Source: an optimization exercise on an open RTL-to-GDS flow (aim: small area and a short achievable clock period). Production flows keep margins and buffers that such runs may drop.
For this run, only the layout was checked, not whether the RTL still works.
Power is estimated from default activity; no workload was simulated.

[flow/config.mk]
export PLATFORM = sky130hd
export DESIGN_NAME = Nbit_ALU_Register
export DESIGN_NICKNAME = Nbit_ALU_Register
export VERILOG_FILES = /design/flow/design.v
export SDC_FILE = /design/flow/constraint.sdc
export NUM_CORES = 4
export LEC_CHECK = 0
export CAP_MARGIN = 20
export CORE_MARGIN = 2
export CORE_UTILIZATION = 40
export SLEW_MARGIN = 20
export SYNTH_HIERARCHICAL = 1
export SYNTH_MINIMUM_KEEP_SIZE = 0
[flow/constraint.sdc]
create_clock -name core_clock -period 15.5 [get_ports {clk}]
set_input_delay 3.1000 -clock core_clock [delete_from_list [all_inputs] [get_ports {clk}]]
set_output_delay 3.1000 -clock core_clock [all_outputs]
set_load 0.01 [all_outputs]
[flow/design.v]
`timescale 1ns / 1ps
module g_inv    (input a, output y);                  assign y = ~a;                             endmodule
module g_buf    (input a, output y);                  assign y = a;                              endmodule
module g_nand2  (input a, b, output y);               assign y = ~(a & b);                       endmodule
module g_nor2   (input a, b, output y);               assign y = ~(a | b);                       endmodule
module g_and2   (input a, b, output y);               assign y = a & b;                          endmodule
module g_or2    (input a, b, output y);               assign y = a | b;                          endmodule
module g_nand2b (input an, b, output y);              assign y = ~(~an & b);                     endmodule
module g_a21oi  (input a1, a2, b1, output y);         assign y = ~((a1 & a2) | b1);              endmodule
module g_o21ai  (input a1, a2, b1, output y);         assign y = ~((a1 | a2) & b1);              endmodule
module g_a21o   (input a1, a2, b1, output y);         assign y = (a1 & a2) | b1;                 endmodule
module g_o21a   (input a1, a2, b1, output y);         assign y = (a1 | a2) & b1;                 endmodule
module g_o22ai  (input a1, a2, b1, b2, output y);     assign y = ~((a1 | a2) & (b1 | b2));       endmodule
module g_xor2   (input a, b, output y);               assign y = a ^ b;                          endmodule
module g_xnor2  (input a, b, output y);               assign y = ~(a ^ b);                       endmodule
module g_mux2i  (input a0, a1, s, output y);          assign y = ~(s ? a1 : a0);                 endmodule
module g_nand3  (input a, b, c, output y);            assign y = ~(a & b & c);                   endmodule
module g_a31oi  (input a1, a2, a3, b1, output y);     assign y = ~((a1 & a2 & a3) | b1);         endmodule
`timescale 1ns / 1ps
module Nbit_ALU(r1, r2, r3, ALUop);
parameter n = 32;
input  [n-1:0] r2, r3;
input  [2:0]   ALUop;
output [n-1:0] r1;
wire x01;
g_xor2 u_x01 (.a(ALUop[0]), .b(ALUop[1]), .y(x01));
wire op1n;
g_inv u_op1n (.a(ALUop[1]), .y(op1n));
wire t0n_d;
g_mux2i u_t0n_d (.a0(ALUop[0]), .a1(ALUop[1]), .s(ALUop[2]), .y(t0n_d));
wire t0n_0;
g_buf u_t0n_0 (.a(t0n_d), .y(t0n_0));
wire t0n_1;
g_buf u_t0n_1 (.a(t0n_d), .y(t0n_1));
wire t1n_d;
g_mux2i u_t1n_d (.a0(x01), .a1(op1n), .s(ALUop[2]), .y(t1n_d));
wire t1n_0;
g_buf u_t1n_0 (.a(t1n_d), .y(t1n_0));
wire t1n_1;
g_buf u_t1n_1 (.a(t1n_d), .y(t1n_1));
wire esn_d;
g_o21a u_esn_d (.a1(ALUop[1]), .a2(ALUop[0]), .b1(ALUop[2]), .y(esn_d));
wire esn_0;
g_buf u_esn_0 (.a(esn_d), .y(esn_0));
wire esn_1;
g_buf u_esn_1 (.a(esn_d), .y(esn_1));
wire ecn_d;
g_nand2b u_ecn_d (.an(ALUop[1]), .b(ALUop[2]), .y(ecn_d));
wire ecn_0;
g_buf u_ecn_0 (.a(ecn_d), .y(ecn_0));
wire ecn_1;
g_buf u_ecn_1 (.a(ecn_d), .y(ecn_1));
wire enn_d;
g_nand2b u_enn_d (.an(ALUop[2]), .b(ALUop[1]), .y(enn_d));
wire enn_0;
g_buf u_enn_0 (.a(enn_d), .y(enn_0));
wire enn_1;
g_buf u_enn_1 (.a(enn_d), .y(enn_1));
wire en_d;
g_inv u_en_d (.a(enn_0), .y(en_d));
wire en_0;
g_buf u_en_0 (.a(en_d), .y(en_0));
wire en_1;
g_buf u_en_1 (.a(en_d), .y(en_1));
wire op01n;
g_nand2 u_op01n (.a(ALUop[0]), .b(ALUop[1]), .y(op01n));
wire sub;
g_nor2 u_sub (.a(ALUop[2]), .b(op01n), .y(sub));
wire op12n;
g_nand2 u_op12n (.a(ALUop[1]), .b(ALUop[2]), .y(op12n));
wire slt;
g_nor2 u_slt (.a(ALUop[0]), .b(op12n), .y(slt));
wire bb0;
g_mux2i u_bb0 (.a0(t0n_0), .a1(t1n_0), .s(r3[0]), .y(bb0));
wire gn0;
g_nand2 u_gn0 (.a(r2[0]), .b(bb0), .y(gn0));
wire tn0;
g_nor2 u_tn0 (.a(r2[0]), .b(bb0), .y(tn0));
wire pn0;
g_nand2b u_pn0 (.an(tn0), .b(gn0), .y(pn0));
wire y0;
g_o22ai u_y0 (.a1(gn0), .a2(ecn_0), .b1(pn0), .b2(esn_0), .y(y0));
wire bb1;
g_mux2i u_bb1 (.a0(t0n_0), .a1(t1n_0), .s(r3[1]), .y(bb1));
wire gn1;
g_nand2 u_gn1 (.a(r2[1]), .b(bb1), .y(gn1));
wire tn1;
g_nor2 u_tn1 (.a(r2[1]), .b(bb1), .y(tn1));
wire pn1;
g_nand2b u_pn1 (.an(tn1), .b(gn1), .y(pn1));
wire y1;
g_o22ai u_y1 (.a1(gn1), .a2(ecn_0), .b1(pn1), .b2(esn_0), .y(y1));
wire bb2;
g_mux2i u_bb2 (.a0(t0n_0), .a1(t1n_0), .s(r3[2]), .y(bb2));
wire gn2;
g_nand2 u_gn2 (.a(r2[2]), .b(bb2), .y(gn2));
wire tn2;
g_nor2 u_tn2 (.a(r2[2]), .b(bb2), .y(tn2));
wire pn2;
g_nand2b u_pn2 (.an(tn2), .b(gn2), .y(pn2));
wire y2;
g_o22ai u_y2 (.a1(gn2), .a2(ecn_0), .b1(pn2), .b2(esn_0), .y(y2));
wire bb3;
g_mux2i u_bb3 (.a0(t0n_0), .a1(t1n_0), .s(r3[3]), .y(bb3));
wire gn3;
g_nand2 u_gn3 (.a(r2[3]), .b(bb3), .y(gn3));
wire tn3;
g_nor2 u_tn3 (.a(r2[3]), .b(bb3), .y(tn3));
wire pn3;
g_nand2b u_pn3 (.an(tn3), .b(gn3), .y(pn3));
wire y3;
g_o22ai u_y3 (.a1(gn3), .a2(ecn_0), .b1(pn3), .b2(esn_0), .y(y3));
wire bb4;
g_mux2i u_bb4 (.a0(t0n_0), .a1(t1n_0), .s(r3[4]), .y(bb4));
wire gn4;
g_nand2 u_gn4 (.a(r2[4]), .b(bb4), .y(gn4));
wire tn4;
g_nor2 u_tn4 (.a(r2[4]), .b(bb4), .y(tn4));
wire pn4;
g_nand2b u_pn4 (.an(tn4), .b(gn4), .y(pn4));
wire y4;
g_o22ai u_y4 (.a1(gn4), .a2(ecn_0), .b1(pn4), .b2(esn_0), .y(y4));
wire bb5;
g_mux2i u_bb5 (.a0(t0n_0), .a1(t1n_0), .s(r3[5]), .y(bb5));
wire gn5;
g_nand2 u_gn5 (.a(r2[5]), .b(bb5), .y(gn5));
wire tn5;
g_nor2 u_tn5 (.a(r2[5]), .b(bb5), .y(tn5));
wire pn5;
g_nand2b u_pn5 (.an(tn5), .b(gn5), .y(pn5));
wire y5;
g_o22ai u_y5 (.a1(gn5), .a2(ecn_0), .b1(pn5), .b2(esn_0), .y(y5));
wire bb6;
g_mux2i u_bb6 (.a0(t0n_0), .a1(t1n_0), .s(r3[6]), .y(bb6));
wire gn6;
g_nand2 u_gn6 (.a(r2[6]), .b(bb6), .y(gn6));
wire tn6;
g_nor2 u_tn6 (.a(r2[6]), .b(bb6), .y(tn6));
wire pn6;
g_nand2b u_pn6 (.an(tn6), .b(gn6), .y(pn6));
wire y6;
g_o22ai u_y6 (.a1(gn6), .a2(ecn_0), .b1(pn6), .b2(esn_0), .y(y6));
wire bb7;
g_mux2i u_bb7 (.a0(t0n_0), .a1(t1n_0), .s(r3[7]), .y(bb7));
wire gn7;
g_nand2 u_gn7 (.a(r2[7]), .b(bb7), .y(gn7));
wire tn7;
g_nor2 u_tn7 (.a(r2[7]), .b(bb7), .y(tn7));
wire pn7;
g_nand2b u_pn7 (.an(tn7), .b(gn7), .y(pn7));
wire y7;
g_o22ai u_y7 (.a1(gn7), .a2(ecn_0), .b1(pn7), .b2(esn_0), .y(y7));
wire bb8;
g_mux2i u_bb8 (.a0(t0n_0), .a1(t1n_0), .s(r3[8]), .y(bb8));
wire gn8;
g_nand2 u_gn8 (.a(r2[8]), .b(bb8), .y(gn8));
wire tn8;
g_nor2 u_tn8 (.a(r2[8]), .b(bb8), .y(tn8));
wire pn8;
g_nand2b u_pn8 (.an(tn8), .b(gn8), .y(pn8));
wire y8;
g_o22ai u_y8 (.a1(gn8), .a2(ecn_0), .b1(pn8), .b2(esn_0), .y(y8));
wire bb9;
g_mux2i u_bb9 (.a0(t0n_0), .a1(t1n_0), .s(r3[9]), .y(bb9));
wire gn9;
g_nand2 u_gn9 (.a(r2[9]), .b(bb9), .y(gn9));
wire tn9;
g_nor2 u_tn9 (.a(r2[9]), .b(bb9), .y(tn9));
wire pn9;
g_nand2b u_pn9 (.an(tn9), .b(gn9), .y(pn9));
wire y9;
g_o22ai u_y9 (.a1(gn9), .a2(ecn_0), .b1(pn9), .b2(esn_0), .y(y9));
wire bb10;
g_mux2i u_bb10 (.a0(t0n_0), .a1(t1n_0), .s(r3[10]), .y(bb10));
wire gn10;
g_nand2 u_gn10 (.a(r2[10]), .b(bb10), .y(gn10));
wire tn10;
g_nor2 u_tn10 (.a(r2[10]), .b(bb10), .y(tn10));
wire pn10;
g_nand2b u_pn10 (.an(tn10), .b(gn10), .y(pn10));
wire y10;
g_o22ai u_y10 (.a1(gn10), .a2(ecn_0), .b1(pn10), .b2(esn_0), .y(y10));
wire bb11;
g_mux2i u_bb11 (.a0(t0n_0), .a1(t1n_0), .s(r3[11]), .y(bb11));
wire gn11;
g_nand2 u_gn11 (.a(r2[11]), .b(bb11), .y(gn11));
wire tn11;
g_nor2 u_tn11 (.a(r2[11]), .b(bb11), .y(tn11));
wire pn11;
g_nand2b u_pn11 (.an(tn11), .b(gn11), .y(pn11));
wire y11;
g_o22ai u_y11 (.a1(gn11), .a2(ecn_0), .b1(pn11), .b2(esn_0), .y(y11));
wire bb12;
g_mux2i u_bb12 (.a0(t0n_0), .a1(t1n_0), .s(r3[12]), .y(bb12));
wire gn12;
g_nand2 u_gn12 (.a(r2[12]), .b(bb12), .y(gn12));
wire tn12;
g_nor2 u_tn12 (.a(r2[12]), .b(bb12), .y(tn12));
wire pn12;
g_nand2b u_pn12 (.an(tn12), .b(gn12), .y(pn12));
wire y12;
g_o22ai u_y12 (.a1(gn12), .a2(ecn_0), .b1(pn12), .b2(esn_0), .y(y12));
wire bb13;
g_mux2i u_bb13 (.a0(t0n_0), .a1(t1n_0), .s(r3[13]), .y(bb13));
wire gn13;
g_nand2 u_gn13 (.a(r2[13]), .b(bb13), .y(gn13));
wire tn13;
g_nor2 u_tn13 (.a(r2[13]), .b(bb13), .y(tn13));
wire pn13;
g_nand2b u_pn13 (.an(tn13), .b(gn13), .y(pn13));
wire y13;
g_o22ai u_y13 (.a1(gn13), .a2(ecn_0), .b1(pn13), .b2(esn_0), .y(y13));
wire bb14;
g_mux2i u_bb14 (.a0(t0n_0), .a1(t1n_0), .s(r3[14]), .y(bb14));
wire gn14;
g_nand2 u_gn14 (.a(r2[14]), .b(bb14), .y(gn14));
wire tn14;
g_nor2 u_tn14 (.a(r2[14]), .b(bb14), .y(tn14));
wire pn14;
g_nand2b u_pn14 (.an(tn14), .b(gn14), .y(pn14));
wire y14;
g_o22ai u_y14 (.a1(gn14), .a2(ecn_0), .b1(pn14), .b2(esn_0), .y(y14));
wire bb15;
g_mux2i u_bb15 (.a0(t0n_0), .a1(t1n_0), .s(r3[15]), .y(bb15));
wire gn15;
g_nand2 u_gn15 (.a(r2[15]), .b(bb15), .y(gn15));
wire tn15;
g_nor2 u_tn15 (.a(r2[15]), .b(bb15), .y(tn15));
wire pn15;
g_nand2b u_pn15 (.an(tn15), .b(gn15), .y(pn15));
wire y15;
g_o22ai u_y15 (.a1(gn15), .a2(ecn_0), .b1(pn15), .b2(esn_0), .y(y15));
wire bb16;
g_mux2i u_bb16 (.a0(t0n_1), .a1(t1n_1), .s(r3[16]), .y(bb16));
wire gn16;
g_nand2 u_gn16 (.a(r2[16]), .b(bb16), .y(gn16));
wire tn16;
g_nor2 u_tn16 (.a(r2[16]), .b(bb16), .y(tn16));
wire pn16;
g_nand2b u_pn16 (.an(tn16), .b(gn16), .y(pn16));
wire y16;
g_o22ai u_y16 (.a1(gn16), .a2(ecn_1), .b1(pn16), .b2(esn_1), .y(y16));
wire bb17;
g_mux2i u_bb17 (.a0(t0n_1), .a1(t1n_1), .s(r3[17]), .y(bb17));
wire gn17;
g_nand2 u_gn17 (.a(r2[17]), .b(bb17), .y(gn17));
wire tn17;
g_nor2 u_tn17 (.a(r2[17]), .b(bb17), .y(tn17));
wire pn17;
g_nand2b u_pn17 (.an(tn17), .b(gn17), .y(pn17));
wire y17;
g_o22ai u_y17 (.a1(gn17), .a2(ecn_1), .b1(pn17), .b2(esn_1), .y(y17));
wire bb18;
g_mux2i u_bb18 (.a0(t0n_1), .a1(t1n_1), .s(r3[18]), .y(bb18));
wire gn18;
g_nand2 u_gn18 (.a(r2[18]), .b(bb18), .y(gn18));
wire tn18;
g_nor2 u_tn18 (.a(r2[18]), .b(bb18), .y(tn18));
wire pn18;
g_nand2b u_pn18 (.an(tn18), .b(gn18), .y(pn18));
wire y18;
g_o22ai u_y18 (.a1(gn18), .a2(ecn_1), .b1(pn18), .b2(esn_1), .y(y18));
wire bb19;
g_mux2i u_bb19 (.a0(t0n_1), .a1(t1n_1), .s(r3[19]), .y(bb19));
wire gn19;
g_nand2 u_gn19 (.a(r2[19]), .b(bb19), .y(gn19));
wire tn19;
g_nor2 u_tn19 (.a(r2[19]), .b(bb19), .y(tn19));
wire pn19;
g_nand2b u_pn19 (.an(tn19), .b(gn19), .y(pn19));
wire y19;
g_o22ai u_y19 (.a1(gn19), .a2(ecn_1), .b1(pn19), .b2(esn_1), .y(y19));
wire bb20;
g_mux2i u_bb20 (.a0(t0n_1), .a1(t1n_1), .s(r3[20]), .y(bb20));
wire gn20;
g_nand2 u_gn20 (.a(r2[20]), .b(bb20), .y(gn20));
wire tn20;
g_nor2 u_tn20 (.a(r2[20]), .b(bb20), .y(tn20));
wire pn20;
g_nand2b u_pn20 (.an(tn20), .b(gn20), .y(pn20));
wire y20;
g_o22ai u_y20 (.a1(gn20), .a2(ecn_1), .b1(pn20), .b2(esn_1), .y(y20));
wire bb21;
g_mux2i u_bb21 (.a0(t0n_1), .a1(t1n_1), .s(r3[21]), .y(bb21));
wire gn21;
g_nand2 u_gn21 (.a(r2[21]), .b(bb21), .y(gn21));
wire tn21;
g_nor2 u_tn21 (.a(r2[21]), .b(bb21), .y(tn21));
wire pn21;
g_nand2b u_pn21 (.an(tn21), .b(gn21), .y(pn21));
wire y21;
g_o22ai u_y21 (.a1(gn21), .a2(ecn_1), .b1(pn21), .b2(esn_1), .y(y21));
wire bb22;
g_mux2i u_bb22 (.a0(t0n_1), .a1(t1n_1), .s(r3[22]), .y(bb22));
wire gn22;
g_nand2 u_gn22 (.a(r2[22]), .b(bb22), .y(gn22));
wire tn22;
g_nor2 u_tn22 (.a(r2[22]), .b(bb22), .y(tn22));
wire pn22;
g_nand2b u_pn22 (.an(tn22), .b(gn22), .y(pn22));
wire y22;
g_o22ai u_y22 (.a1(gn22), .a2(ecn_1), .b1(pn22), .b2(esn_1), .y(y22));
wire bb23;
g_mux2i u_bb23 (.a0(t0n_1), .a1(t1n_1), .s(r3[23]), .y(bb23));
wire gn23;
g_nand2 u_gn23 (.a(r2[23]), .b(bb23), .y(gn23));
wire tn23;
g_nor2 u_tn23 (.a(r2[23]), .b(bb23), .y(tn23));
wire pn23;
g_nand2b u_pn23 (.an(tn23), .b(gn23), .y(pn23));
wire y23;
g_o22ai u_y23 (.a1(gn23), .a2(ecn_1), .b1(pn23), .b2(esn_1), .y(y23));
wire bb24;
g_mux2i u_bb24 (.a0(t0n_1), .a1(t1n_1), .s(r3[24]), .y(bb24));
wire gn24;
g_nand2 u_gn24 (.a(r2[24]), .b(bb24), .y(gn24));
wire tn24;
g_nor2 u_tn24 (.a(r2[24]), .b(bb24), .y(tn24));
wire pn24;
g_nand2b u_pn24 (.an(tn24), .b(gn24), .y(pn24));
wire y24;
g_o22ai u_y24 (.a1(gn24), .a2(ecn_1), .b1(pn24), .b2(esn_1), .y(y24));
wire bb25;
g_mux2i u_bb25 (.a0(t0n_1), .a1(t1n_1), .s(r3[25]), .y(bb25));
wire gn25;
g_nand2 u_gn25 (.a(r2[25]), .b(bb25), .y(gn25));
wire tn25;
g_nor2 u_tn25 (.a(r2[25]), .b(bb25), .y(tn25));
wire pn25;
g_nand2b u_pn25 (.an(tn25), .b(gn25), .y(pn25));
wire y25;
g_o22ai u_y25 (.a1(gn25), .a2(ecn_1), .b1(pn25), .b2(esn_1), .y(y25));
wire bb26;
g_mux2i u_bb26 (.a0(t0n_1), .a1(t1n_1), .s(r3[26]), .y(bb26));
wire gn26;
g_nand2 u_gn26 (.a(r2[26]), .b(bb26), .y(gn26));
wire tn26;
g_nor2 u_tn26 (.a(r2[26]), .b(bb26), .y(tn26));
wire pn26;
g_nand2b u_pn26 (.an(tn26), .b(gn26), .y(pn26));
wire y26;
g_o22ai u_y26 (.a1(gn26), .a2(ecn_1), .b1(pn26), .b2(esn_1), .y(y26));
wire bb27;
g_mux2i u_bb27 (.a0(t0n_1), .a1(t1n_1), .s(r3[27]), .y(bb27));
wire gn27;
g_nand2 u_gn27 (.a(r2[27]), .b(bb27), .y(gn27));
wire tn27;
g_nor2 u_tn27 (.a(r2[27]), .b(bb27), .y(tn27));
wire pn27;
g_nand2b u_pn27 (.an(tn27), .b(gn27), .y(pn27));
wire y27;
g_o22ai u_y27 (.a1(gn27), .a2(ecn_1), .b1(pn27), .b2(esn_1), .y(y27));
wire bb28;
g_mux2i u_bb28 (.a0(t0n_1), .a1(t1n_1), .s(r3[28]), .y(bb28));
wire gn28;
g_nand2 u_gn28 (.a(r2[28]), .b(bb28), .y(gn28));
wire tn28;
g_nor2 u_tn28 (.a(r2[28]), .b(bb28), .y(tn28));
wire pn28;
g_nand2b u_pn28 (.an(tn28), .b(gn28), .y(pn28));
wire y28;
g_o22ai u_y28 (.a1(gn28), .a2(ecn_1), .b1(pn28), .b2(esn_1), .y(y28));
wire bb29;
g_mux2i u_bb29 (.a0(t0n_1), .a1(t1n_1), .s(r3[29]), .y(bb29));
wire gn29;
g_nand2 u_gn29 (.a(r2[29]), .b(bb29), .y(gn29));
wire tn29;
g_nor2 u_tn29 (.a(r2[29]), .b(bb29), .y(tn29));
wire pn29;
g_nand2b u_pn29 (.an(tn29), .b(gn29), .y(pn29));
wire y29;
g_o22ai u_y29 (.a1(gn29), .a2(ecn_1), .b1(pn29), .b2(esn_1), .y(y29));
wire bb30;
g_mux2i u_bb30 (.a0(t0n_1), .a1(t1n_1), .s(r3[30]), .y(bb30));
wire gn30;
g_nand2 u_gn30 (.a(r2[30]), .b(bb30), .y(gn30));
wire tn30;
g_nor2 u_tn30 (.a(r2[30]), .b(bb30), .y(tn30));
wire pn30;
g_nand2b u_pn30 (.an(tn30), .b(gn30), .y(pn30));
wire y30;
g_o22ai u_y30 (.a1(gn30), .a2(ecn_1), .b1(pn30), .b2(esn_1), .y(y30));
wire bb31;
g_mux2i u_bb31 (.a0(t0n_1), .a1(t1n_1), .s(r3[31]), .y(bb31));
wire gn31;
g_nand2 u_gn31 (.a(r2[31]), .b(bb31), .y(gn31));
wire tn31;
g_nor2 u_tn31 (.a(r2[31]), .b(bb31), .y(tn31));
wire pn31;
g_nand2b u_pn31 (.an(tn31), .b(gn31), .y(pn31));
wire y31;
g_o22ai u_y31 (.a1(gn31), .a2(ecn_1), .b1(pn31), .b2(esn_1), .y(y31));
wire G0n;
g_o21a u_G0n (.a1(tn0), .a2(t0n_0), .b1(gn0), .y(G0n));
wire G1_1;
g_o21a u_G1_1 (.a1(tn1), .a2(G0n), .b1(gn1), .y(G1_1));
wire G1_3;
g_o21a u_G1_3 (.a1(tn3), .a2(gn2), .b1(gn3), .y(G1_3));
wire T1_3;
g_or2 u_T1_3 (.a(tn3), .b(tn2), .y(T1_3));
wire G1_5;
g_o21a u_G1_5 (.a1(tn5), .a2(gn4), .b1(gn5), .y(G1_5));
wire T1_5;
g_or2 u_T1_5 (.a(tn5), .b(tn4), .y(T1_5));
wire G1_7;
g_o21a u_G1_7 (.a1(tn7), .a2(gn6), .b1(gn7), .y(G1_7));
wire T1_7;
g_or2 u_T1_7 (.a(tn7), .b(tn6), .y(T1_7));
wire G1_9;
g_o21a u_G1_9 (.a1(tn9), .a2(gn8), .b1(gn9), .y(G1_9));
wire T1_9;
g_or2 u_T1_9 (.a(tn9), .b(tn8), .y(T1_9));
wire G1_11;
g_o21a u_G1_11 (.a1(tn11), .a2(gn10), .b1(gn11), .y(G1_11));
wire T1_11;
g_or2 u_T1_11 (.a(tn11), .b(tn10), .y(T1_11));
wire G1_13;
g_o21a u_G1_13 (.a1(tn13), .a2(gn12), .b1(gn13), .y(G1_13));
wire T1_13;
g_or2 u_T1_13 (.a(tn13), .b(tn12), .y(T1_13));
wire G1_15;
g_o21a u_G1_15 (.a1(tn15), .a2(gn14), .b1(gn15), .y(G1_15));
wire T1_15;
g_or2 u_T1_15 (.a(tn15), .b(tn14), .y(T1_15));
wire G1_17;
g_o21a u_G1_17 (.a1(tn17), .a2(gn16), .b1(gn17), .y(G1_17));
wire T1_17;
g_or2 u_T1_17 (.a(tn17), .b(tn16), .y(T1_17));
wire G1_19;
g_o21a u_G1_19 (.a1(tn19), .a2(gn18), .b1(gn19), .y(G1_19));
wire T1_19;
g_or2 u_T1_19 (.a(tn19), .b(tn18), .y(T1_19));
wire G1_21;
g_o21a u_G1_21 (.a1(tn21), .a2(gn20), .b1(gn21), .y(G1_21));
wire T1_21;
g_or2 u_T1_21 (.a(tn21), .b(tn20), .y(T1_21));
wire G1_23;
g_o21a u_G1_23 (.a1(tn23), .a2(gn22), .b1(gn23), .y(G1_23));
wire T1_23;
g_or2 u_T1_23 (.a(tn23), .b(tn22), .y(T1_23));
wire G1_25;
g_o21a u_G1_25 (.a1(tn25), .a2(gn24), .b1(gn25), .y(G1_25));
wire T1_25;
g_or2 u_T1_25 (.a(tn25), .b(tn24), .y(T1_25));
wire G1_27;
g_o21a u_G1_27 (.a1(tn27), .a2(gn26), .b1(gn27), .y(G1_27));
wire T1_27;
g_or2 u_T1_27 (.a(tn27), .b(tn26), .y(T1_27));
wire G1_29;
g_o21ai u_G1_29 (.a1(tn29), .a2(gn28), .b1(gn29), .y(G1_29));
wire T1_29;
g_nor2 u_T1_29 (.a(tn29), .b(tn28), .y(T1_29));
wire G2_2;
g_o21ai u_G2_2 (.a1(tn2), .a2(G1_1), .b1(gn2), .y(G2_2));
wire G2_3;
g_o21ai u_G2_3 (.a1(T1_3), .a2(G1_1), .b1(G1_3), .y(G2_3));
wire G2_6;
g_o21ai u_G2_6 (.a1(tn6), .a2(G1_5), .b1(gn6), .y(G2_6));
wire T2_6;
g_nor2 u_T2_6 (.a(tn6), .b(T1_5), .y(T2_6));
wire G2_7;
g_o21ai u_G2_7 (.a1(T1_7), .a2(G1_5), .b1(G1_7), .y(G2_7));
wire T2_7;
g_nor2 u_T2_7 (.a(T1_7), .b(T1_5), .y(T2_7));
wire G2_10;
g_o21a u_G2_10 (.a1(tn10), .a2(G1_9), .b1(gn10), .y(G2_10));
wire T2_10;
g_or2 u_T2_10 (.a(tn10), .b(T1_9), .y(T2_10));
wire G2_11;
g_o21ai u_G2_11 (.a1(T1_11), .a2(G1_9), .b1(G1_11), .y(G2_11));
wire T2_11;
g_nor2 u_T2_11 (.a(T1_11), .b(T1_9), .y(T2_11));
wire G2_14;
g_o21ai u_G2_14 (.a1(tn14), .a2(G1_13), .b1(gn14), .y(G2_14));
wire T2_14;
g_nor2 u_T2_14 (.a(tn14), .b(T1_13), .y(T2_14));
wire G2_15;
g_o21ai u_G2_15 (.a1(T1_15), .a2(G1_13), .b1(G1_15), .y(G2_15));
wire T2_15;
g_nor2 u_T2_15 (.a(T1_15), .b(T1_13), .y(T2_15));
wire G2_18;
g_o21ai u_G2_18 (.a1(tn18), .a2(G1_17), .b1(gn18), .y(G2_18));
wire T2_18;
g_nor2 u_T2_18 (.a(tn18), .b(T1_17), .y(T2_18));
wire G2_19;
g_o21ai u_G2_19 (.a1(T1_19), .a2(G1_17), .b1(G1_19), .y(G2_19));
wire T2_19;
g_nor2 u_T2_19 (.a(T1_19), .b(T1_17), .y(T2_19));
wire G2_22;
g_o21ai u_G2_22 (.a1(tn22), .a2(G1_21), .b1(gn22), .y(G2_22));
wire T2_22;
g_nor2 u_T2_22 (.a(tn22), .b(T1_21), .y(T2_22));
wire G2_23;
g_o21ai u_G2_23 (.a1(T1_23), .a2(G1_21), .b1(G1_23), .y(G2_23));
wire T2_23;
g_nor2 u_T2_23 (.a(T1_23), .b(T1_21), .y(T2_23));
wire G2_26;
g_o21a u_G2_26 (.a1(tn26), .a2(G1_25), .b1(gn26), .y(G2_26));
wire T2_26;
g_or2 u_T2_26 (.a(tn26), .b(T1_25), .y(T2_26));
wire G2_27;
g_o21ai u_G2_27 (.a1(T1_27), .a2(G1_25), .b1(G1_27), .y(G2_27));
wire T2_27;
g_nor2 u_T2_27 (.a(T1_27), .b(T1_25), .y(T2_27));
wire n_gn30;
g_inv u_n_gn30 (.a(gn30), .y(n_gn30));
wire n_tn30;
g_inv u_n_tn30 (.a(tn30), .y(n_tn30));
wire G2_30;
g_a21o u_G2_30 (.a1(n_tn30), .a2(G1_29), .b1(n_gn30), .y(G2_30));
wire T2_30;
g_and2 u_T2_30 (.a(n_tn30), .b(T1_29), .y(T2_30));
wire n_G2_3;
g_inv u_n_G2_3 (.a(G2_3), .y(n_G2_3));
wire G3_4;
g_o21ai u_G3_4 (.a1(tn4), .a2(n_G2_3), .b1(gn4), .y(G3_4));
wire G3_5;
g_o21ai u_G3_5 (.a1(T1_5), .a2(n_G2_3), .b1(G1_5), .y(G3_5));
wire G3_6;
g_a21oi u_G3_6 (.a1(T2_6), .a2(G2_3), .b1(G2_6), .y(G3_6));
wire G3_7;
g_a21oi u_G3_7 (.a1(T2_7), .a2(G2_3), .b1(G2_7), .y(G3_7));
wire n_gn12;
g_inv u_n_gn12 (.a(gn12), .y(n_gn12));
wire n_tn12;
g_inv u_n_tn12 (.a(tn12), .y(n_tn12));
wire G3_12;
g_a21oi u_G3_12 (.a1(n_tn12), .a2(G2_11), .b1(n_gn12), .y(G3_12));
wire T3_12;
g_nand2 u_T3_12 (.a(n_tn12), .b(T2_11), .y(T3_12));
wire n_G1_13;
g_inv u_n_G1_13 (.a(G1_13), .y(n_G1_13));
wire n_T1_13;
g_inv u_n_T1_13 (.a(T1_13), .y(n_T1_13));
wire G3_13;
g_a21oi u_G3_13 (.a1(n_T1_13), .a2(G2_11), .b1(n_G1_13), .y(G3_13));
wire T3_13;
g_nand2 u_T3_13 (.a(n_T1_13), .b(T2_11), .y(T3_13));
wire G3_14;
g_a21oi u_G3_14 (.a1(T2_14), .a2(G2_11), .b1(G2_14), .y(G3_14));
wire T3_14;
g_nand2 u_T3_14 (.a(T2_14), .b(T2_11), .y(T3_14));
wire G3_15;
g_a21oi u_G3_15 (.a1(T2_15), .a2(G2_11), .b1(G2_15), .y(G3_15));
wire T3_15;
g_nand2 u_T3_15 (.a(T2_15), .b(T2_11), .y(T3_15));
wire n_gn20;
g_inv u_n_gn20 (.a(gn20), .y(n_gn20));
wire n_tn20;
g_inv u_n_tn20 (.a(tn20), .y(n_tn20));
wire G3_20;
g_a21o u_G3_20 (.a1(n_tn20), .a2(G2_19), .b1(n_gn20), .y(G3_20));
wire T3_20;
g_and2 u_T3_20 (.a(n_tn20), .b(T2_19), .y(T3_20));
wire n_G1_21;
g_inv u_n_G1_21 (.a(G1_21), .y(n_G1_21));
wire n_T1_21;
g_inv u_n_T1_21 (.a(T1_21), .y(n_T1_21));
wire G3_21;
g_a21o u_G3_21 (.a1(n_T1_21), .a2(G2_19), .b1(n_G1_21), .y(G3_21));
wire T3_21;
g_and2 u_T3_21 (.a(n_T1_21), .b(T2_19), .y(T3_21));
wire G3_22;
g_a21o u_G3_22 (.a1(T2_22), .a2(G2_19), .b1(G2_22), .y(G3_22));
wire T3_22;
g_and2 u_T3_22 (.a(T2_22), .b(T2_19), .y(T3_22));
wire G3_23;
g_a21oi u_G3_23 (.a1(T2_23), .a2(G2_19), .b1(G2_23), .y(G3_23));
wire T3_23;
g_nand2 u_T3_23 (.a(T2_23), .b(T2_19), .y(T3_23));
wire n_gn28;
g_inv u_n_gn28 (.a(gn28), .y(n_gn28));
wire n_tn28;
g_inv u_n_tn28 (.a(tn28), .y(n_tn28));
wire G3_28;
g_a21oi u_G3_28 (.a1(n_tn28), .a2(G2_27), .b1(n_gn28), .y(G3_28));
wire T3_28;
g_nand2 u_T3_28 (.a(n_tn28), .b(T2_27), .y(T3_28));
wire G3_29;
g_a21oi u_G3_29 (.a1(T1_29), .a2(G2_27), .b1(G1_29), .y(G3_29));
wire T3_29;
g_nand2 u_T3_29 (.a(T1_29), .b(T2_27), .y(T3_29));
wire G3_30;
g_a21oi u_G3_30 (.a1(T2_30), .a2(G2_27), .b1(G2_30), .y(G3_30));
wire T3_30;
g_nand2 u_T3_30 (.a(T2_30), .b(T2_27), .y(T3_30));
wire G4_8;
g_o21ai u_G4_8 (.a1(tn8), .a2(G3_7), .b1(gn8), .y(G4_8));
wire G4_9;
g_o21ai u_G4_9 (.a1(T1_9), .a2(G3_7), .b1(G1_9), .y(G4_9));
wire G4_10;
g_o21ai u_G4_10 (.a1(T2_10), .a2(G3_7), .b1(G2_10), .y(G4_10));
wire n_G3_7;
g_inv u_n_G3_7 (.a(G3_7), .y(n_G3_7));
wire G4_11;
g_a21oi u_G4_11 (.a1(T2_11), .a2(n_G3_7), .b1(G2_11), .y(G4_11));
wire G4_12;
g_o21ai u_G4_12 (.a1(T3_12), .a2(G3_7), .b1(G3_12), .y(G4_12));
wire G4_13;
g_o21ai u_G4_13 (.a1(T3_13), .a2(G3_7), .b1(G3_13), .y(G4_13));
wire G4_14;
g_o21ai u_G4_14 (.a1(T3_14), .a2(G3_7), .b1(G3_14), .y(G4_14));
wire G4_15;
g_o21ai u_G4_15 (.a1(T3_15), .a2(G3_7), .b1(G3_15), .y(G4_15));
wire G4_24;
g_o21ai u_G4_24 (.a1(tn24), .a2(G3_23), .b1(gn24), .y(G4_24));
wire T4_24;
g_nor2 u_T4_24 (.a(tn24), .b(T3_23), .y(T4_24));
wire G4_25;
g_o21ai u_G4_25 (.a1(T1_25), .a2(G3_23), .b1(G1_25), .y(G4_25));
wire T4_25;
g_nor2 u_T4_25 (.a(T1_25), .b(T3_23), .y(T4_25));
wire G4_26;
g_o21ai u_G4_26 (.a1(T2_26), .a2(G3_23), .b1(G2_26), .y(G4_26));
wire T4_26;
g_nor2 u_T4_26 (.a(T2_26), .b(T3_23), .y(T4_26));
wire n_G3_23;
g_inv u_n_G3_23 (.a(G3_23), .y(n_G3_23));
wire G4_27;
g_a21o u_G4_27 (.a1(T2_27), .a2(n_G3_23), .b1(G2_27), .y(G4_27));
wire n_T3_23;
g_inv u_n_T3_23 (.a(T3_23), .y(n_T3_23));
wire T4_27;
g_and2 u_T4_27 (.a(T2_27), .b(n_T3_23), .y(T4_27));
wire G4_28;
g_o21ai u_G4_28 (.a1(T3_28), .a2(G3_23), .b1(G3_28), .y(G4_28));
wire T4_28;
g_nor2 u_T4_28 (.a(T3_28), .b(T3_23), .y(T4_28));
wire G4_29;
g_o21ai u_G4_29 (.a1(T3_29), .a2(G3_23), .b1(G3_29), .y(G4_29));
wire T4_29;
g_nor2 u_T4_29 (.a(T3_29), .b(T3_23), .y(T4_29));
wire G4_30;
g_o21ai u_G4_30 (.a1(T3_30), .a2(G3_23), .b1(G3_30), .y(G4_30));
wire T4_30;
g_nor2 u_T4_30 (.a(T3_30), .b(T3_23), .y(T4_30));
wire n_G4_15;
g_inv u_n_G4_15 (.a(G4_15), .y(n_G4_15));
wire G5_16;
g_o21ai u_G5_16 (.a1(tn16), .a2(n_G4_15), .b1(gn16), .y(G5_16));
wire G5_17;
g_o21ai u_G5_17 (.a1(T1_17), .a2(n_G4_15), .b1(G1_17), .y(G5_17));
wire G5_18;
g_a21oi u_G5_18 (.a1(T2_18), .a2(G4_15), .b1(G2_18), .y(G5_18));
wire G5_19;
g_a21oi u_G5_19 (.a1(T2_19), .a2(G4_15), .b1(G2_19), .y(G5_19));
wire G5_20;
g_a21oi u_G5_20 (.a1(T3_20), .a2(G4_15), .b1(G3_20), .y(G5_20));
wire G5_21;
g_a21oi u_G5_21 (.a1(T3_21), .a2(G4_15), .b1(G3_21), .y(G5_21));
wire G5_22;
g_a21oi u_G5_22 (.a1(T3_22), .a2(G4_15), .b1(G3_22), .y(G5_22));
wire G5_23;
g_o21ai u_G5_23 (.a1(T3_23), .a2(n_G4_15), .b1(G3_23), .y(G5_23));
wire G5_24;
g_a21oi u_G5_24 (.a1(T4_24), .a2(G4_15), .b1(G4_24), .y(G5_24));
wire G5_25;
g_a21oi u_G5_25 (.a1(T4_25), .a2(G4_15), .b1(G4_25), .y(G5_25));
wire G5_26;
g_a21oi u_G5_26 (.a1(T4_26), .a2(G4_15), .b1(G4_26), .y(G5_26));
wire G5_27;
g_a21oi u_G5_27 (.a1(T4_27), .a2(G4_15), .b1(G4_27), .y(G5_27));
wire G5_28;
g_a21oi u_G5_28 (.a1(T4_28), .a2(G4_15), .b1(G4_28), .y(G5_28));
wire G5_29;
g_a21oi u_G5_29 (.a1(T4_29), .a2(G4_15), .b1(G4_29), .y(G5_29));
wire G5_30;
g_a21oi u_G5_30 (.a1(T4_30), .a2(G4_15), .b1(G4_30), .y(G5_30));
wire k1;
g_nor2 u_k1 (.a(G0n), .b(enn_0), .y(k1));
g_xor2 u_r1 (.a(y1), .b(k1), .y(r1[1]));
wire k2;
g_nor2 u_k2 (.a(G1_1), .b(enn_0), .y(k2));
g_xor2 u_r2 (.a(y2), .b(k2), .y(r1[2]));
wire kn3;
g_nand2 u_kn3 (.a(G2_2), .b(en_0), .y(kn3));
g_xnor2 u_r3 (.a(y3), .b(kn3), .y(r1[3]));
wire kn4;
g_nand2 u_kn4 (.a(G2_3), .b(en_0), .y(kn4));
g_xnor2 u_r4 (.a(y4), .b(kn4), .y(r1[4]));
wire kn5;
g_nand2 u_kn5 (.a(G3_4), .b(en_0), .y(kn5));
g_xnor2 u_r5 (.a(y5), .b(kn5), .y(r1[5]));
wire kn6;
g_nand2 u_kn6 (.a(G3_5), .b(en_0), .y(kn6));
g_xnor2 u_r6 (.a(y6), .b(kn6), .y(r1[6]));
wire k7;
g_nor2 u_k7 (.a(G3_6), .b(enn_0), .y(k7));
g_xor2 u_r7 (.a(y7), .b(k7), .y(r1[7]));
wire k8;
g_nor2 u_k8 (.a(G3_7), .b(enn_0), .y(k8));
g_xor2 u_r8 (.a(y8), .b(k8), .y(r1[8]));
wire kn9;
g_nand2 u_kn9 (.a(G4_8), .b(en_0), .y(kn9));
g_xnor2 u_r9 (.a(y9), .b(kn9), .y(r1[9]));
wire kn10;
g_nand2 u_kn10 (.a(G4_9), .b(en_0), .y(kn10));
g_xnor2 u_r10 (.a(y10), .b(kn10), .y(r1[10]));
wire kn11;
g_nand2 u_kn11 (.a(G4_10), .b(en_0), .y(kn11));
g_xnor2 u_r11 (.a(y11), .b(kn11), .y(r1[11]));
wire k12;
g_nor2 u_k12 (.a(G4_11), .b(enn_0), .y(k12));
g_xor2 u_r12 (.a(y12), .b(k12), .y(r1[12]));
wire kn13;
g_nand2 u_kn13 (.a(G4_12), .b(en_0), .y(kn13));
g_xnor2 u_r13 (.a(y13), .b(kn13), .y(r1[13]));
wire kn14;
g_nand2 u_kn14 (.a(G4_13), .b(en_0), .y(kn14));
g_xnor2 u_r14 (.a(y14), .b(kn14), .y(r1[14]));
wire kn15;
g_nand2 u_kn15 (.a(G4_14), .b(en_0), .y(kn15));
g_xnor2 u_r15 (.a(y15), .b(kn15), .y(r1[15]));
wire kn16;
g_nand2 u_kn16 (.a(G4_15), .b(en_1), .y(kn16));
g_xnor2 u_r16 (.a(y16), .b(kn16), .y(r1[16]));
wire kn17;
g_nand2 u_kn17 (.a(G5_16), .b(en_1), .y(kn17));
g_xnor2 u_r17 (.a(y17), .b(kn17), .y(r1[17]));
wire kn18;
g_nand2 u_kn18 (.a(G5_17), .b(en_1), .y(kn18));
g_xnor2 u_r18 (.a(y18), .b(kn18), .y(r1[18]));
wire k19;
g_nor2 u_k19 (.a(G5_18), .b(enn_1), .y(k19));
g_xor2 u_r19 (.a(y19), .b(k19), .y(r1[19]));
wire k20;
g_nor2 u_k20 (.a(G5_19), .b(enn_1), .y(k20));
g_xor2 u_r20 (.a(y20), .b(k20), .y(r1[20]));
wire k21;
g_nor2 u_k21 (.a(G5_20), .b(enn_1), .y(k21));
g_xor2 u_r21 (.a(y21), .b(k21), .y(r1[21]));
wire k22;
g_nor2 u_k22 (.a(G5_21), .b(enn_1), .y(k22));
g_xor2 u_r22 (.a(y22), .b(k22), .y(r1[22]));
wire k23;
g_nor2 u_k23 (.a(G5_22), .b(enn_1), .y(k23));
g_xor2 u_r23 (.a(y23), .b(k23), .y(r1[23]));
wire kn24;
g_nand2 u_kn24 (.a(G5_23), .b(en_1), .y(kn24));
g_xnor2 u_r24 (.a(y24), .b(kn24), .y(r1[24]));
wire k25;
g_nor2 u_k25 (.a(G5_24), .b(enn_1), .y(k25));
g_xor2 u_r25 (.a(y25), .b(k25), .y(r1[25]));
wire k26;
g_nor2 u_k26 (.a(G5_25), .b(enn_1), .y(k26));
g_xor2 u_r26 (.a(y26), .b(k26), .y(r1[26]));
wire k27;
g_nor2 u_k27 (.a(G5_26), .b(enn_1), .y(k27));
g_xor2 u_r27 (.a(y27), .b(k27), .y(r1[27]));
wire k28;
g_nor2 u_k28 (.a(G5_27), .b(enn_1), .y(k28));
g_xor2 u_r28 (.a(y28), .b(k28), .y(r1[28]));
wire k29;
g_nor2 u_k29 (.a(G5_28), .b(enn_1), .y(k29));
g_xor2 u_r29 (.a(y29), .b(k29), .y(r1[29]));
wire k30;
g_nor2 u_k30 (.a(G5_29), .b(enn_1), .y(k30));
g_xor2 u_r30 (.a(y30), .b(k30), .y(r1[30]));
wire k31;
g_nor2 u_k31 (.a(G5_30), .b(enn_1), .y(k31));
g_xor2 u_r31 (.a(y31), .b(k31), .y(r1[31]));
wire x31n;
g_xnor2 u_x31n (.a(pn31), .b(G5_30), .y(x31n));
wire z0n;
g_xnor2 u_z0n (.a(y0), .b(sub), .y(z0n));
g_mux2i u_r0 (.a0(z0n), .a1(x31n), .s(slt), .y(r1[0]));
endmodule
`timescale 1ns / 1ps
module dff(q, d, clk);
input		d, clk;       
output reg	q;            
always @(posedge clk)
q<=d;
endmodule
`timescale 1ns / 1ps
module Nbit_Register(outo, ino, clk);
parameter n = 32;
input [n-1:0] ino;
output [n-1:0] outo;
input clk;
genvar i;
generate
for (i = 0; i < n; i = i + 1) begin: registerblk
dff Dflipflop(.q(outo[i]) , .d(ino[i]), .clk(clk) );
end
endgenerate
endmodule
`timescale 1ns / 1ps
module Nbit_ALU_Register (r2, r3, ALUop, r0, clk);
parameter n = 32;
input[n-1:0] r2, r3;
input[2:0] ALUop;
input clk;
output [n-1:0] r0;
wire[n-1:0] r1;
Nbit_ALU #(n) alu1 (.r1(r1), .r2(r2), .r3(r3), .ALUop(ALUop) );
Nbit_Register #(n) reg1 (.outo(r0), .ino(r1), .clk(clk) );
endmodule
[flow/flow/run.sh]
#!/bin/bash
# Standard ORFS layout; the only change is the cell used to buffer the ports
# (a plain buf_1 instead of the delay buffer buffer_ports picks by default).
set -euo pipefail
export BUFFER_PORTS_ARGS="-buffer_cell sky130_fd_sc_hd__buf_1"
bash standard.sh > standard.log 2>&1
[flow/standard.sh]
#!/bin/bash
# synth_recipe.tcl (not shown) runs the flow's synth.tcl, then flattens the netlist and writes it again
# the make line also repeats each setting of config.mk as NAME=value (left out here)
make -C /OpenROAD-flow-scripts/flow DESIGN_CONFIG=/design/flow/config.mk WORK_HOME=/design/flow/orfs CLKGATE_MAP_FILE= SYNTH_SCRIPT=/design/flow/synth_recipe.tcl "${@:-finish}"
==> summary.txt <==
* Vias in the first global route at 2756
* Peak supply drop at ~0.000034 V
* Data required, critical path at roughly 16000 ps
* Fin crit period at between 6000 and 7000 ps
* Max Slew Vio Count at 0
* Crit Path Max Fanout at 33
* Post-Synthesis Cells at ~420
* Post-CTS Setup Inserts at 0
* Finish-stage setup viols at 0
* Antenna Nets Post-Route at 0
* Setup_tns at 0 ps
* Register area share after synthesis at roughly 21%
* Nets@finish at between 500 and 600
* Area share of the largest cell type after synthesis at between 20% and 30%
* Warnings, synthesis at 7
* Worst-path clk slew at 70 ps
* Initial Utilization at between 40% and 50%
* Die Width at ~90 microns
* Io pins at 100
* CTS Hold Bufs at 0
* Clock sink total at 32
* Leak at between 1.5 and 2 nW
* Top cells by count, synth: nor2_1, nand2_1, mux2i_1, nand2b_1
* Startpoint types: primary input
* Top FF cell, synth: dfxtp_1
* Hold Path Class: in -> reg
* CTS resizes at 0
* Total GRT Usage at 18.7%
* Max-cap viol count at 0
* Max FFs per register at 32
* Asr flop ratio synth at 0%
* Net Sw Frac at about two fifths
* Most frequent cell after synthesis: nor2_1
* Final period util at between 40% and 50%
* Number of synthesized flops with an enable pin at 0
* Synth Register Bits at 32
* Register Area at 641 sq um
* Crit end category: flop
* Synth area leader: dfxtp_1
* Place WS at slightly below 9000 ps
* Mapped Area at 0.00298 sq mm
* Quantity of I/O buffers inserted on ports at between 90 and 100
* PD cells at a little over 90 mW/mm^2
* Core ar. at between 0.007 and 0.008 sq mm
* Max-Slew Margin vs Limit at roughly a third
* Largest cells by area after synthesis: dfxtp_1, mux2i_1, nor2_1
* Die height at 90.4 microns
* N_diodes at 0
* Net count after synthesis at ~490
* First-pass GRT wire length at roughly 13000 microns
* Seq pwr share at approximately a third
* Detail Placement HPWL at ~5700 microns
* Worst slew pin tran at 960 ps
* Layout area overhead at 18.2%
* Status: complete, no violations
* Distinct cells, synth at 16
* Core Rows at 31
* Clock share of power at around a fifth
* WL final at about 7800 microns
* Crit Path Category: in -> reg
* CTS root buf: clkbuf_8
* Internal power at 198 uW
* GP Congestion at 0.827
* CTS tree: yes
* RSZ-0062 raised after global routing: no
* Sw Pwr at roughly 130 uW
* Largest Register: reg1.registerblk.Dflipflop.q
* Fmax at between 150 and 200 MHz
* CTS max path bufs at 2
* Tot Pwr at between 300 and 400 uW
* Routed vias at roughly 3100
* Logic pwr share at between 40% and 50%
* Largest net degree at the start of global routing at 34
* # DRC at 0
* DRT Pass-1 Iters at 4
* Num CTS Buffers at 5
* Synth Area per Inst at a little over 7 sq um
* DRT iter0 DRCs at 95
* DR vias/cell at approximately 5
* Regs by FF count: reg1.registerblk.Dflipflop.q x32
* Die Area at between 0.008 and 0.009 sq mm
* Initial antenna violation count at 0
* Worst setup margin at 9210 ps
* Final Hold Vio Count at 0
* Area of the multi-input gates at 0.00221 sq mm
* HP Start: r2[15]
* H-Tree Level Count at 2
* Worst Hold Path EP: reg1.registerblk[15].Dflipflop.q$_DFF_P_
* Hold path cells at 4
* Share of cells above drive strength 1 at 6.58%
* Arr. time, crit path at 6460 ps
* GRT overflow at 0
* Worst setup path startpoint: ALUop[2]
* WL/cell at roughly 13 microns
* # fillers at just over 800
* Final core occ at between 40% and 50%
==> per-stage QoR <==
stage / instance area [sq um] / hold slack (ps) / cells
3_3_place_gp: 3440 / 3490 / 608
6_report: 3530 / 3240 / 616
5_1_grt: 3530 / 3270 / 616
3_5_place_dp: 3440 / 3490 / 608
2_1_floorplan: 2980 / 3280 / 419
4_1_cts: 3530 / 3230 / 616
==> logic make-up (layout without fill, tap and decap cells) <==
group,after synthesis,after routing,synth area share [%]
AO/OA/AOI/OAI,109,109,24.5
multiplexers,35,35,11.7
flip-flops,32,32,21.5
XOR/XNOR,34,34,9.98
buffers and inverters,31,129,5.41
AND/OR/NAND/NOR,178,178,26.9
==> power by group through the flow <==
stage	clock network, mW	logic [mW]	registers (mW)
2_1_floorplan	0	0.104	0.117
6_report	0.0685	0.154	0.106
3_3_place_gp	0	0.153	0.108
5_1_grt	0.0760	0.172	0.108
3_5_place_dp	0	0.155	0.108
4_1_cts	0.0712	0.155	0.106
==> layer usage <==
| metal | vias up | GRT usage [%] | part of all wire, % |
|---|---|---|---|
| met4 | 0 | 6.41 | 1.4 |
| met5 | - | 0 | 0 |
| met2 | 62 | 30.8 | 47 |
| met1 | 1410 | 24.5 | 48 |
| met3 | 10 | 3.42 | 3.4 |
| li1 | 1613 | - | - |
==> layout make-up <==
| class | instances | area share, % |
|---|---|---|
| clock buffer | 8 | 2.56 |
| tap | 99 | 3.51 |
| multi-input combinational | 356 | 62.6 |
| timing repair buffer | 102 | 11.2 |
| inverter | 19 | 2.02 |
| sequential | 32 | 18.2 |
==> placed cells by master, fill, tap and decap left out <==
cell      synthesis  final
buf_1             0     99
nor2_1           68     68
nand2_1          56     56
nand2b_1         34     34
mux2i_1          35     33
o22ai_1          32     32
dfxtp_1          32     32
o21ai_1          31     31
a21oi_2          23     23
inv_1            19     19
o21a_1           18     18
xor2_1           18     18
xnor2_1          16     16
or2_1            15     15
clkbuf_8          0      6
a21o_1            5      5
and2_1            5      5
buf_4            12      3
mux2i_4           0      2
clkbuf_1          0      2
==> modules after synthesis, one instance, submodules excluded, a selection <==
module / times used / cell area (sq um)
g_buf: 12 / 7.51
g_a21oi: 23 / 8.76
g_o22ai: 32 / 6.26
g_xnor2: 16 / 8.76
g_xor2: 18 / 8.76
g_a21o: 5 / 7.51
g_inv: 19 / 3.75
==> worst max-delay path by stage <==
stage | to | slack [ps] | cells past startpoint
final | reg1.registerblk[31].Dflipflop.q$_DFF_P_ | 9210 | 13
after global routing | reg1.registerblk[0].Dflipflop.q$_DFF_P_ | 8870 | 14
after CTS | reg1.registerblk[31].Dflipflop.q$_DFF_P_ | 9220 | 13
after detailed placement | reg1.registerblk[31].Dflipflop.q$_DFF_P_ | 8940 | 13
after global placement | reg1.registerblk[31].Dflipflop.q$_DFF_P_ | 9110 | 13
after floorplan | reg1.registerblk[17].Dflipflop.q$_DFF_P_ | 9460 | 14
==> critical path, stage by stage <==
cell and delay [ps]:
buf_1 360, mux2i_4 890, mux2i_1 210, nor2_1 190
o21a_1 150, o21a_1 170, o21ai_1 170, a21oi_2 410
o21ai_1 120, buf_4 230, a21oi_2 190, nor2_1 70
xor2_1 190

## separate check: timing with driven ports
Ports are ideal in the flow. The routed layout listed here was re-timed in OpenROAD.
Step 1 (the two cells are an assumption about what drives the block):
set clk [get_ports {clk}]
set_driving_cell -lib_cell sky130_fd_sc_hd__clkbuf_16 $clk
set_driving_cell -lib_cell sky130_fd_sc_hd__buf_2 [delete_from_list [all_inputs] $clk]
Step 2, shift: input delay + t, output delay - t, t = (earliest + latest rising clock arrival at the registers) / 2. This alone moves slack from input paths to output paths.
Three values: ideal ports, drivers, drivers and shift; two values: the first two.
shift t [ns]: 0.310
setup WS [ns]: 9.214 / 9.222 / 8.911
worst setup path after step 2: input to register
worst register clock-pin slew, ns: 0.07 / 0.07
cell pins on the clock port's net: 1
After both steps setup and hold are still met in this run. The setup slack of this run moves by +0.008 ns with the drivers and by -0.303 ns with both steps.
